Source: an optimization exercise on an open RTL-to-GDS flow (aim: small area, a short achievable clock period and few clock cycles per item). Production flows keep margins and buffers that such runs may drop.
RTL that was checked went through simulation tests only; none was proved equivalent to the original.

// SNN
module SNN(
	clk,
	rst_n,
	in_valid,
	img,
	ker,
	weight,
	out_valid,
	out_data
);
input clk;
input rst_n;
input in_valid;
input [7:0] img;
input [7:0] ker;
input [7:0] weight;
output reg out_valid;
output reg [9:0] out_data;
reg v_r;
reg [2:0] x, ym;
reg im;
reg [7:0] img_r, sr0, sr1, sr2, sr3, sr4, sr5, sr6, sr7, sr8, sr9, sr10, sr11, sr12;
reg [7:0] k0, k1, k2, k3, k4, k5, k6, k7, k8;
reg [7:0] w_in, wr0, wr1, wr2, wr3;
always @(posedge clk or negedge rst_n) begin
  if (!rst_n) v_r <= 1'b0;
  else v_r <= in_valid;
end
always @(posedge clk) begin
  if (in_valid) begin
    if (!v_r) begin x <= 3'd0; ym <= 3'd0; im <= 1'b0; end
    else if (x == 3'd5) begin
      x <= 3'd0;
      if (ym == 3'd5) begin ym <= 3'd0; im <= ~im; end
      else ym <= ym + 3'd1;
    end else x <= x + 3'd1;
  end
end
always @(posedge clk) begin
    img_r <= img;
    w_in <= weight;
    sr0 <= img_r;
    sr1 <= sr0;
    sr2 <= sr1;
    sr3 <= sr2;
    sr4 <= sr3;
    sr5 <= sr4;
    sr6 <= sr5;
    sr7 <= sr6;
    sr8 <= sr7;
    sr9 <= sr8;
  ...
Settings: LEC_CHECK=0, CAP_MARGIN=20, CORE_MARGIN=2, CORE_UTILIZATION=40, SLEW_MARGIN=20; clock period 16.0 ns.
run.sh (not shown) runs the stock make flow with config.mk's settings and CLKGATE_MAP_FILE= SYNTH_SCRIPT=/design/flow/synth_recipe.tcl, a recipe that flattens the netlist after the stock synthesis.
The first run finished clean.
Testbench counts at the start, summed over its fixed seeds: cycles 38,400, items 480.
Then changed:
--- a/flow/design.v
+++ b/flow/design.v
@@ -47,74 +47,71 @@
     sr5 <= sr4;
     sr6 <= sr5;
     sr7 <= sr6;
     sr8 <= sr7;
     sr9 <= sr8;
     sr10 <= sr9;
     sr11 <= sr10;
     sr12 <= sr11;
 end
 wire first = in_valid & ~v_r;
 wire row0 = v_r & ~im & (ym == 3'd0);
 wire row1 = v_r & ~im & (ym == 3'd1);
-reg op0, op1, op2, op3, e2, e3, h;
+reg op0, op1, op2, op3, e2, e3;
 wire opany = op0 | op1 | op2 | op3;
 wire wshift = (row0 & (x <= 3'd3)) | opany;
 always @(posedge clk) begin
   if (first) k0 <= ker;
   if (row0 && x == 3'd0) k1 <= ker;
   if (row0 && x == 3'd1) k2 <= ker;
   if (row0 && x == 3'd2) k3 <= ker;
   if (row0 && x == 3'd3) k4 <= ker;
   if (row0 && x == 3'd4) k5 <= ker;
   if (row0 && x == 3'd5) k6 <= ker;
   if (row1 && x == 3'd0) k7 <= ker;
   if (row1 && x == 3'd1) k8 <= ker;
   if (wshift) begin
     wr0 <= wr1; wr1 <= wr2; wr2 <= wr3;
     wr3 <= opany ? wr0 : w_in;
   end
 end
 reg cv, qv;
 reg [1:0] cr, cc, qr, qc;
-reg cim, qim, opr, oim, epr, eim, hk, hpr;
+reg cim, qim, opr, oim, epr, eim;
 always @(posedge clk or negedge rst_n) begin
   if (!rst_n) begin cv <= 1'b0; qv <= 1'b0; op0 <= 1'b0; op1 <= 1'b0; op2 <= 1'b0; op3 <= 1'b0;
-    e2 <= 1'b0; e3 <= 1'b0; h <= 1'b0; end
+    e2 <= 1'b0; e3 <= 1'b0; end
   else begin
     cv <= v_r & (x >= 3'd2) & (ym >= 3'd2);
     qv <= cv;
     op0 <= qv & qr[0] & (qc == 2'd1);
     op1 <= op0;
     op2 <= qv & qr[0] & (qc == 2'd3);
     op3 <= op2;
     e2 <= op2;
     e3 <= op3;
-    h <= (e2 | e3) & eim;
   end
 end
 always @(posedge clk) begin
   cr <= ym[1:0] - 2'd2; cc <= x[1:0] - 2'd2; cim <= im;
   qr <= cr; qc <= cc; qim <= cim;
   if (op0) begin opr <= qr[1]; oim <= qim; end
   epr <= opr; eim <= oim;
-  hk <= e3; hpr <= epr;
 end
 reg [19:0] conv;
 reg [7:0] q;
 reg [7:0] pm0, pm1;
 reg [16:0] mr, m2;
 reg [7:0] f0, f1, f2, f3;
 reg [9:0] dsum;
-reg [7:0] dif;
 wire hs_1;
 wire hc_2;
 assign hs_1 = ~(~(sr12[0] & k0[7]) ^ ~(sr12[1] & k0[6]));
 assign hc_2 = ~(sr12[0] & k0[7]) | ~(sr12[1] & k0[6]);
 wire fs_3;
 wire fc_4;
 assign fs_3 = ~(sr12[0] & k0[5]) ^ ~(sr12[1] & k0[4]) ^ ~(sr12[2] & k0[3]);
 assign fc_4 = (~(sr12[0] & k0[5]) & ~(sr12[1] & k0[4])) | (~(sr12[0] & k0[5]) & ~(sr12[2] & k0[3])) | (~(sr12[1] & k0[4]) & ~(sr12[2] & k0[3]));
 wire fs_5;
 wire fc_6;
 assign fs_5 = ~(sr12[3] & k0[2]) ^ ~(sr12[4] & k0[1]) ^ ~(sr12[5] & k0[0]);
 assign fc_6 = (~(sr12[3] & k0[2]) & ~(sr12[4] & k0[1])) | (~(sr12[3] & k0[2]) & ~(sr12[5] & k0[0])) | (~(sr12[4] & k0[1]) & ~(sr12[5] & k0[0]));
@@ -3060,38 +3057,38 @@
 wire fs_1413;
 wire fc_1414;
 assign fs_1413 = ~(pm0[7] & wr0[7]) ^ ~m2[14] ^ fc_1386;
 assign fc_1414 = (~(pm0[7] & wr0[7]) & ~m2[14]) | (~(pm0[7] & wr0[7]) & fc_1386) | (~m2[14] & fc_1386);
 wire [16:0] mac_nx;
 assign mac_nx = {~(~m2[16]), ~(~m2[15]), ~(fs_1413), ~(fs_1411), ~(fs_1409), ~(fs_1407), ~(fs_1405), ~(fs_1403), ~(fs_1401), ~(fs_1399), ~(fs_1397), ~(fs_1395), ~(fs_1393), ~(fs_1391), ~(fs_1389), ~(~m2[1]), ~(~(pm0[0] & wr0[0]))} + {1'b0, ~(fc_1414), ~(fc_1412), ~(fc_1410), ~(fc_1408), ~(fc_1406), ~(fc_1404), ~(fc_1402), ~(fc_1400), ~(fc_1398), ~(fc_1396), ~(fc_1394), ~(fc_1392), ~(fc_1390), ~(hc_1388), ~(hs_1387), ~(~m2[0])};
 wire [7:0] qn = divq[21:14];
 wire q_gt0 = q > pm0;
 wire q_gt1 = q > pm1;
 wire pfirst = !qr[0] && !qc[0];
 wire [16:0] fsum = {1'b0, mr[16:1]} + {9'd0, mr[16:9]} + 17'd1;
 wire [7:0] fcv = fsum[15:8];
-wire last = h & hpr & hk;
-wire [9:0] tot = ((hpr | hk) ? dsum : 10'd0) + {2'd0, dif};
+wire [7:0] dif = (f0 > fcv) ? f0 - fcv : fcv - f0;
+wire last = e3 & eim & epr;
+wire [9:0] tot = ((epr | e3) ? dsum : 10'd0) + {2'd0, dif};
 always @(posedge clk) begin
   conv <= conv_nx;
   q <= qn;
   if (qv) begin
     if (!qc[1]) pm0 <= (pfirst || q_gt0) ? q : pm0;
     else if (qr[0] && qc[0]) pm0 <= q_gt1 ? q : pm1;   
     else        pm1 <= (pfirst || q_gt1) ? q : pm1;
   end
   mr <= mac_nx;
   m2 <= (op1 | op2) ? mr : 17'd0;
   if (e2 | e3) begin
     f0 <= f1; f1 <= f2; f2 <= f3; f3 <= fcv;
   end
-  dif <= (f0 > fcv) ? f0 - fcv : fcv - f0;
-  if (h) dsum <= tot;
+  if ((e2 | e3) & eim) dsum <= tot;
 end
 always @(posedge clk or negedge rst_n) begin
   if (!rst_n) begin out_valid <= 1'b0; out_data <= 10'd0; end
   else begin
     out_valid <= last;
     out_data <= (last & (tot >= 10'd16)) ? tot : 10'd0;
   end
 end
 endmodule
The changed run completed without violations. Routed wire length came out lower slightly. Design area drops slightly. Utilization went down by 0.13 points. Register-to-register slack gets worse by 0.59 ns. Worst setup slack loses 0.59 ns. Sequential share of layout area is about the same. Final cell count is lower by a few percent. Synthesized area is lower slightly. Maximum frequency is lower by roughly a tenth. Clock skew falls by 0.014 ns. Synthesized cell count went down by a few percent.
The RTL of the second run of this note was laid out without a check of its function.

---

Another version of the RTL of SNN (not shown whole).
==> flow/design.v (excerpt) <==
module SNN(
	clk,
	rst_n,
	in_valid,
	img,
	ker,
	weight,
	out_valid,
	out_data
);
input clk;
input rst_n;
input in_valid;
input [7:0] img;
input [7:0] ker;
input [7:0] weight;
output reg out_valid;
output reg [9:0] out_data;
reg v_r;
reg [2:0] x, ym;
reg im;
reg [7:0] img_r, sr0, sr1, sr2, sr3, sr4, sr5, sr6, sr7, sr8, sr9, sr10, sr11, sr12;
reg [7:0] k0, k1, k2, k3, k4, k5, k6, k7, k8;
reg [7:0] w_in, wr0, wr1, wr2, wr3;
always @(posedge clk or negedge rst_n) begin
  if (!rst_n) v_r <= 1'b0;
  else v_r <= in_valid;
end
always @(posedge clk) begin
  if (in_valid) begin
    if (!v_r) begin x <= 3'd0; ym <= 3'd0; im <= 1'b0; end
    else if (x == 3'd5) begin
      x <= 3'd0;
      if (ym == 3'd5) begin ym <= 3'd0; im <= ~im; end
      else ym <= ym + 3'd1;
    end else x <= x + 3'd1;
  end
end
always @(posedge clk) begin
    img_r <= img;
    w_in <= weight;
    sr0 <= img_r;
    sr1 <= sr0;
    sr2 <= sr1;
    sr3 <= sr2;
    sr4 <= sr3;
    sr5 <= sr4;
    sr6 <= sr5;
    sr7 <= sr6;
    sr8 <= sr7;
    sr9 <= sr8;
    sr10 <= sr9;
    sr11 <= sr10;
    sr12 <= sr11;
end
wire first = in_valid & ~v_r;
wire row0 = v_r & ~im & (ym == 3'd0);
wire row1 = v_r & ~im & (ym == 3'd1);
reg op0, op1, op2, op3, e2, e3, h;
wire opany = op0 | op1 | op2 | op3;
wire wshift = (row0 & (x <= 3'd3)) | opany;
always @(posedge clk) begin
  if (first) k0 <= ker;
  if (row0 && x == 3'd0) k1 <= ker;
  if (row0 && x == 3'd1) k2 <= ker;
  if (row0 && x == 3'd2) k3 <= ker;
  if (row0 && x == 3'd3) k4 <= ker;
  if (row0 && x == 3'd4) k5 <= ker;
  if (row0 && x == 3'd5) k6 <= ker;
  if (row1 && x == 3'd0) k7 <= ker;
  if (row1 && x == 3'd1) k8 <= ker;
  if (wshift) begin
    wr0 <= wr1; wr1 <= wr2; wr2 <= wr3;
    wr3 <= opany ? wr0 : w_in;
  end
end
reg cv, qv;
reg [1:0] cr, cc, qr, qc;
reg cim, qim, opr, oim, epr, eim, hk, hpr;
always @(posedge clk or negedge rst_n) begin
  if (!rst_n) begin cv <= 1'b0; qv <= 1'b0; op0 <= 1'b0; op1 <= 1'b0; op2 <= 1'b0; op3 <= 1'b0;
    e2 <= 1'b0; e3 <= 1'b0; h <= 1'b0; end
  else begin
  ...
clock: 16.0 ns
lec_check: 0
cap_margin: 20
core_margin: 2
core_utilization: 55
cts_cluster_diameter: 120
cts_cluster_size: 24
slew_margin: 20
standard.sh (not shown) runs the stock make flow with config.mk's settings and CLKGATE_MAP_FILE= SYNTH_SCRIPT=/design/flow/synth_recipe.tcl, a recipe that flattens the netlist after the stock synthesis.
==> flow/flow/run.sh <==
#!/bin/bash
# Standard ORFS layout with two changes: the ports are buffered with buf_2, and
# after the standard synthesis the inverters that extract_fa leaves around
# full adders are removed by choosing each full adder's polarity (invopt.py).
set -euo pipefail
export BUFFER_PORTS_ARGS="-buffer_cell sky130_fd_sc_hd__buf_2"
bash standard.sh synth > synth.log 2>&1
NET=orfs/results/sky130hd/SNN/base/1_2_yosys.v
cp "$NET" synth_netlist_before_invopt.log
python3 flow/invopt.py "$NET" > invopt.log 2>&1
bash standard.sh > standard.log 2>&1
Other scripts of this flow, unchanged in this note and not shown: flow/flow/invopt.py
Testbench counts at the start, summed over its fixed seeds: cycles 38,400, items 480.
Edit:
--- a/flow/design.v
+++ b/flow/design.v
@@ -95,18 +95,17 @@
 always @(posedge clk) begin
   cr <= ym[1:0] - 2'd2; cc <= x[1:0] - 2'd2; cim <= im;
   qr <= cr; qc <= cc; qim <= cim;
   if (op0) begin opr <= qr[1]; oim <= qim; end
   epr <= opr; eim <= oim;
   hk <= e3; hpr <= epr;
 end
 reg [19:0] conv;
-reg [7:0] qa, qb;
-reg qcin;
+reg [7:0] q;
 reg [7:0] pm0, pm1;
 reg [16:0] mr, m2;
 reg [7:0] f0, f1, f2, f3;
 reg [9:0] dsum;
 reg [7:0] dif;
 wire hs_1;
 wire hc_2;
 assign hs_1 = ~(~(sr12[0] & k0[7]) ^ ~(sr12[1] & k0[6]));
@@ -2831,19 +2830,18 @@
 wire hs_1299;
 wire hc_1300;
 assign hs_1299 = conv[17] ^ hc_1258;
 assign hc_1300 = conv[17] & hc_1258;
 wire hs_1301;
 wire hc_1302;
 assign hs_1301 = conv[18] ^ 1'b1;
 assign hc_1302 = conv[18] & 1'b1;
-wire [21:0] dva = {hs_1301, hs_1299, fs_1297, fs_1295, fs_1293, fs_1291, fs_1289, fs_1287, fs_1285, fs_1283, fs_1281, fs_1279, fs_1277, fs_1275, fs_1273, fs_1271, fs_1269, fs_1267, fs_1265, fs_1263, fs_1261, hs_1219};
-wire [21:0] dvb = {hc_1300, fc_1298, fc_1296, fc_1294, fc_1292, fc_1290, fc_1288, fc_1286, fc_1284, fc_1282, fc_1280, fc_1278, fc_1276, fc_1274, fc_1272, fc_1270, fc_1268, fc_1266, fc_1264, fc_1262, hc_1260, hs_1259};
-wire [14:0] dvlow = {1'b0, dva[13:0]} + {1'b0, dvb[13:0]};
+wire [21:0] divq;
+assign divq = {hs_1301, hs_1299, fs_1297, fs_1295, fs_1293, fs_1291, fs_1289, fs_1287, fs_1285, fs_1283, fs_1281, fs_1279, fs_1277, fs_1275, fs_1273, fs_1271, fs_1269, fs_1267, fs_1265, fs_1263, fs_1261, hs_1219} + {hc_1300, fc_1298, fc_1296, fc_1294, fc_1292, fc_1290, fc_1288, fc_1286, fc_1284, fc_1282, fc_1280, fc_1278, fc_1276, fc_1274, fc_1272, fc_1270, fc_1268, fc_1266, fc_1264, fc_1262, hc_1260, hs_1259};
 wire hs_1303;
 wire hc_1304;
 assign hs_1303 = ~(~(pm0[0] & wr0[5]) ^ ~(pm0[1] & wr0[4]));
 assign hc_1304 = ~(pm0[0] & wr0[5]) | ~(pm0[1] & wr0[4]);
 wire fs_1305;
 wire fc_1306;
 assign fs_1305 = ~(pm0[0] & wr0[6]) ^ ~(pm0[1] & wr0[5]) ^ ~(pm0[2] & wr0[4]);
 assign fc_1306 = (~(pm0[0] & wr0[6]) & ~(pm0[1] & wr0[5])) | (~(pm0[0] & wr0[6]) & ~(pm0[2] & wr0[4])) | (~(pm0[1] & wr0[5]) & ~(pm0[2] & wr0[4]));
@@ -3060,29 +3058,27 @@
 assign fs_1411 = fc_1362 ^ fs_1385 ^ fc_1384;
 assign fc_1412 = (fc_1362 & fs_1385) | (fc_1362 & fc_1384) | (fs_1385 & fc_1384);
 wire fs_1413;
 wire fc_1414;
 assign fs_1413 = ~(pm0[7] & wr0[7]) ^ ~m2[14] ^ fc_1386;
 assign fc_1414 = (~(pm0[7] & wr0[7]) & ~m2[14]) | (~(pm0[7] & wr0[7]) & fc_1386) | (~m2[14] & fc_1386);
 wire [16:0] mac_nx;
 assign mac_nx = {~(~m2[16]), ~(~m2[15]), ~(fs_1413), ~(fs_1411), ~(fs_1409), ~(fs_1407), ~(fs_1405), ~(fs_1403), ~(fs_1401), ~(fs_1399), ~(fs_1397), ~(fs_1395), ~(fs_1393), ~(fs_1391), ~(fs_1389), ~(~m2[1]), ~(~(pm0[0] & wr0[0]))} + {1'b0, ~(fc_1414), ~(fc_1412), ~(fc_1410), ~(fc_1408), ~(fc_1406), ~(fc_1404), ~(fc_1402), ~(fc_1400), ~(fc_1398), ~(fc_1396), ~(fc_1394), ~(fc_1392), ~(fc_1390), ~(hc_1388), ~(hs_1387), ~(~m2[0])};
-wire [7:0] q = qa + qb + {7'd0, qcin};
+wire [7:0] qn = divq[21:14];
 wire q_gt0 = q > pm0;
 wire q_gt1 = q > pm1;
 wire pfirst = !qr[0] && !qc[0];
 wire [16:0] fsum = {1'b0, mr[16:1]} + {9'd0, mr[16:9]} + 17'd1;
 wire [7:0] fcv = fsum[15:8];
 wire last = h & hpr & hk;
 wire [9:0] tot = ((hpr | hk) ? dsum : 10'd0) + {2'd0, dif};
 always @(posedge clk) begin
   conv <= conv_nx;
-  qa <= dva[21:14];
-  qb <= dvb[21:14];
-  qcin <= dvlow[14];
+  q <= qn;
   if (qv) begin
     if (!qc[1]) pm0 <= (pfirst || q_gt0) ? q : pm0;
     else if (qr[0] && qc[0]) pm0 <= q_gt1 ? q : pm1;   
     else        pm1 <= (pfirst || q_gt1) ? q : pm1;
   end
   mr <= mac_nx;
   m2 <= (op1 | op2) ? mr : 17'd0;
   if (e2 | e3) begin
Result: Final area is higher slightly. Routed wire length is higher by a few percent. Utilization is higher by 0.39 points. Via count is higher by a few percent. Die area is higher slightly. Worst setup slack improved by 0.12 ns. Non-clock buffer count is lower by 2. Final cell count is higher by a few percent. Synthesized cell count is higher by a few percent. Hold slack got worse by 0.0078 ns.
Testbench counts after the change, summed over its fixed seeds: cycles 38,400, items 480.

-- afterwards: timing with drivers on the ports --
Ports are ideal in the flow. The routed layouts listed here were re-timed in OpenROAD. Step 1 sets driving cells, clkbuf_16 on the clock port and buf_2 on the other inputs (assumed; they add their load-dependent delay and slew). Step 2 adds t to the input delays and takes it off the output delays; t is the mean of the earliest and latest rising clock arrival at the registers after step 1. Input paths then give back, and output paths get back, about the clock's delay inside the block. Slacks: ideal ports / drivers / drivers and shift; pairs: ideal ports / drivers.
| run | t (ns) | setup WS [ns] | worst setup path after step 2 | cell pins on the clock port's net |
|---|---|---|---|---|
| the first run of note 1 | 0.703 | 11.243 / 11.232 / 10.831 | input to register | 1 |
| the second run of note 1 | 0.711 | 10.654 / 10.654 / 10.654 | register to register | 1 |
| the first run of note 2 | 0.646 | 11.072 / 11.072 / 11.072 | register to register | 1 |
| the second run of note 2 | 0.665 | 11.188 / 11.188 / 11.188 | register to register | 1 |
After both steps setup and hold are still met in every run listed. The setup slack of the first run of note 1, which loses most, moves by -0.011 ns with the drivers and by -0.412 ns with both steps.
